This design comes from an exercise in tuning for small area and a short achievable clock period on the open sky130 flow, not from production work. Where RTL was checked, it was by simulation tests only, not by an equivalence proof against the original.

the reference run:
// mac
module mac (
    input  logic               i_nrst,
    input  logic               i_clk,
    input  logic signed  [7:0] i_a0, i_a1, i_a2, i_a3, i_a4, i_a5, i_a6, i_a7,
    input  logic signed  [7:0] i_b0, i_b1, i_b2, i_b3, i_b4, i_b5, i_b6, i_b7,
    output logic signed [18:0] o_res
);
export LEC_CHECK = 0
export CAP_MARGIN = 20
export CORE_MARGIN = 5
export CORE_UTILIZATION = 40
export SLEW_MARGIN = 20
export SYNTH_HIERARCHICAL = 1
export SYNTH_MINIMUM_KEEP_SIZE = 0
create_clock -name core_clock -period 5.5 [get_ports {i_clk}]
run.sh (not shown) runs the stock make flow with config.mk's settings and CLKGATE_MAP_FILE= SYNTH_SCRIPT=/design/flow/synth_recipe.tcl, a recipe that flattens the netlist after the stock synthesis.
[inputs] the trial run vs the reference run
--- a/flow/design.v
+++ b/flow/design.v
@@ -2601,23 +2601,27 @@
     mac_fa us1477 (.a(c1450), .b(s1451), .ci(s1427), .s(s1477), .co(c1478));
     mac_fa us1479 (.a(c1452), .b(s1453), .ci(s1431), .s(s1479), .co(c1480));
     mac_fa us1481 (.a(c1454), .b(s1455), .ci(r2[81]), .s(s1481), .co(c1482));
     mac_fa us1483 (.a(c1456), .b(s1457), .ci(r2[84]), .s(s1483), .co(c1484));
     assign nx = {1'b1, c1484, c1482, c1480, c1478, c1476, c1474, c1472, c1470, c1468, c1466, c1464, c1462, c1460, s1459, r2[4], r2[3], r2[2], r2[0]};
     assign ny = {1'b1, c1458, s1483, s1481, s1479, s1477, s1475, s1473, s1471, s1469, s1467, s1465, s1463, s1461, r2[8], r2[5], 1'b1, 1'b1, r2[1]};
     logic nrst_d1, nrst_d2;
-    assign sum = ~nx + ~ny + 19'd264192;
-    logic [18:0] res;
+    logic [18:0] rx, ry;
     always_ff @(posedge i_clk) begin
         nrst_d1 <= i_nrst;
         nrst_d2 <= nrst_d1;
-        if (!(i_nrst && nrst_d1 && nrst_d2)) res <= '0;
-        else res <= sum;
+        if (!(i_nrst && nrst_d1 && nrst_d2)) begin
+            rx <= '0;
+            ry <= 19'd260096;
+        end else begin
+            rx <= ~nx;
+            ry <= ~ny;
+        end
     end
-    assign o_res = res;
+    assign o_res = rx + ry + 19'd264192;
 endmodule
 module mac_fa (input logic a, b, ci, output logic s, co);
     assign s  = a ^ b ^ ci;
     assign co = (a & b) | (a & ci) | (b & ci);
 endmodule
 module mac_ha (input logic a, b, output logic s, co);
     assign s  = ~(a ^ b);
Notes after the runs:
Against the reference run, the trial run comes in 0.30% higher on width of the chip. Non-clock inverter instance count of the final layout (the trial run over the reference run): decrease, 34. The trial run ends up with lower signed area change from the synthesized netlist to the final layout than the reference run does. Compared with the reference run, in the trial run synthesized-area fraction occupied by and/or/nand/nor cells shows no meaningful change, global routing usage on met3 fell 0.65 points, aggregate routed wire length shows a reduction of about 2.1%.
The RTL of the trial run was laid out without a check of its function.

--- another note on this design; it stands on its own ---

run C:
==> flow/design.v (excerpt) <==
module mac (
    input  logic               i_nrst,
    input  logic               i_clk,
    input  logic signed  [7:0] i_a0, i_a1, i_a2, i_a3, i_a4, i_a5, i_a6, i_a7,
    input  logic signed  [7:0] i_b0, i_b1, i_b2, i_b3, i_b4, i_b5, i_b6, i_b7,
    output logic signed [18:0] o_res
);
clock: 5.5 ns
lec_check: 0
cap_margin: 20
core_margin: 5
core_utilization: 60
setup_slack_margin: 2.8
slew_margin: 20
synth_hierarchical: 1
synth_minimum_keep_size: 0
standard.sh (not shown) runs the stock make flow with config.mk's settings and CLKGATE_MAP_FILE= SYNTH_SCRIPT=/design/flow/synth_recipe.tcl, a recipe that flattens the netlist after the stock synthesis.
==> flow/flow/run.sh <==
#!/bin/bash
set -e
export BUFFER_PORTS_ARGS="-buffer_cell sky130_fd_sc_hd__buf_1"
sed -E 's/SETUP_SLACK_MARGIN=[-0-9.]+/SETUP_SLACK_MARGIN=0/' standard.sh > standard_fp.sh
bash standard_fp.sh synth floorplan > standard_fp.log 2>&1
bash standard.sh > standard.log 2>&1
## Diff of input files: run A against run C
==> flow/flow/run.sh <==
#!/bin/bash
set -e
export BUFFER_PORTS_ARGS="-buffer_cell sky130_fd_sc_hd__buf_1"
bash standard.sh > standard.log 2>&1
-- flow/config.mk --
<<< run C, line 8
export CAP_MARGIN = 20
export CORE_MARGIN = 5
export CORE_UTILIZATION = 60
export SETUP_SLACK_MARGIN = 2.8
export SLEW_MARGIN = 20
export SYNTH_HIERARCHICAL = 1
>>> run A, line 8
export CAP_MARGIN = 20
export CORE_MARGIN = 5
export CORE_UTILIZATION = 40
export SETUP_SLACK_MARGIN = 2.6
export SLEW_MARGIN = 20
export SYNTH_HIERARCHICAL = 1
Notes after the runs:
- The sequential share of layout area of run A is lower than that of run C.
- Layout cell share with drive strength beyond 1 in run A is 4.3 points below run C.
- Diff run C -> run A: final standard cell area without fillers +about 1%; via-per-instance ratio -7.5%; via count +2.1%.
- Run C -> run A: number of filler cells placed in the layout increased by more than half

afterwards: timing with drivers on the ports:
Ports are ideal in the flow. The routed layouts listed here were re-timed in OpenROAD.
Step 1: set_driving_cell puts a clkbuf_16 on i_clk and a buf_2 on each other input, an assumption about the parent block.
Step 2 moves the port delays by t, midway between the first and last clock arrival at a register: inputs arrive t later, outputs are due t later. That takes back most of the time a late clock gives input paths.
a / b / c = no drivers / after step 1 / after step 2; a / b = the first two.
| run | t, ns | slack for setup (ns) | pins driven straight from the clock port |
|---|---|---|---|
| the reference run | 0.586 | 1.244 / 1.244 / 1.244 | 1 |
| the trial run | 0.583 | 1.005 / 0.950 / 1.534 | 1 |
| run C | 0.573 | 2.749 / 2.749 / 2.231 | 1 |
| run A | 0.598 | 2.585 / 2.608 / 2.010 | 1 |
After both steps every run listed still meets setup and hold. For run A, which loses most, drivers alone change the setup slack by +0.023 ns; drivers and shift together by -0.575 ns.
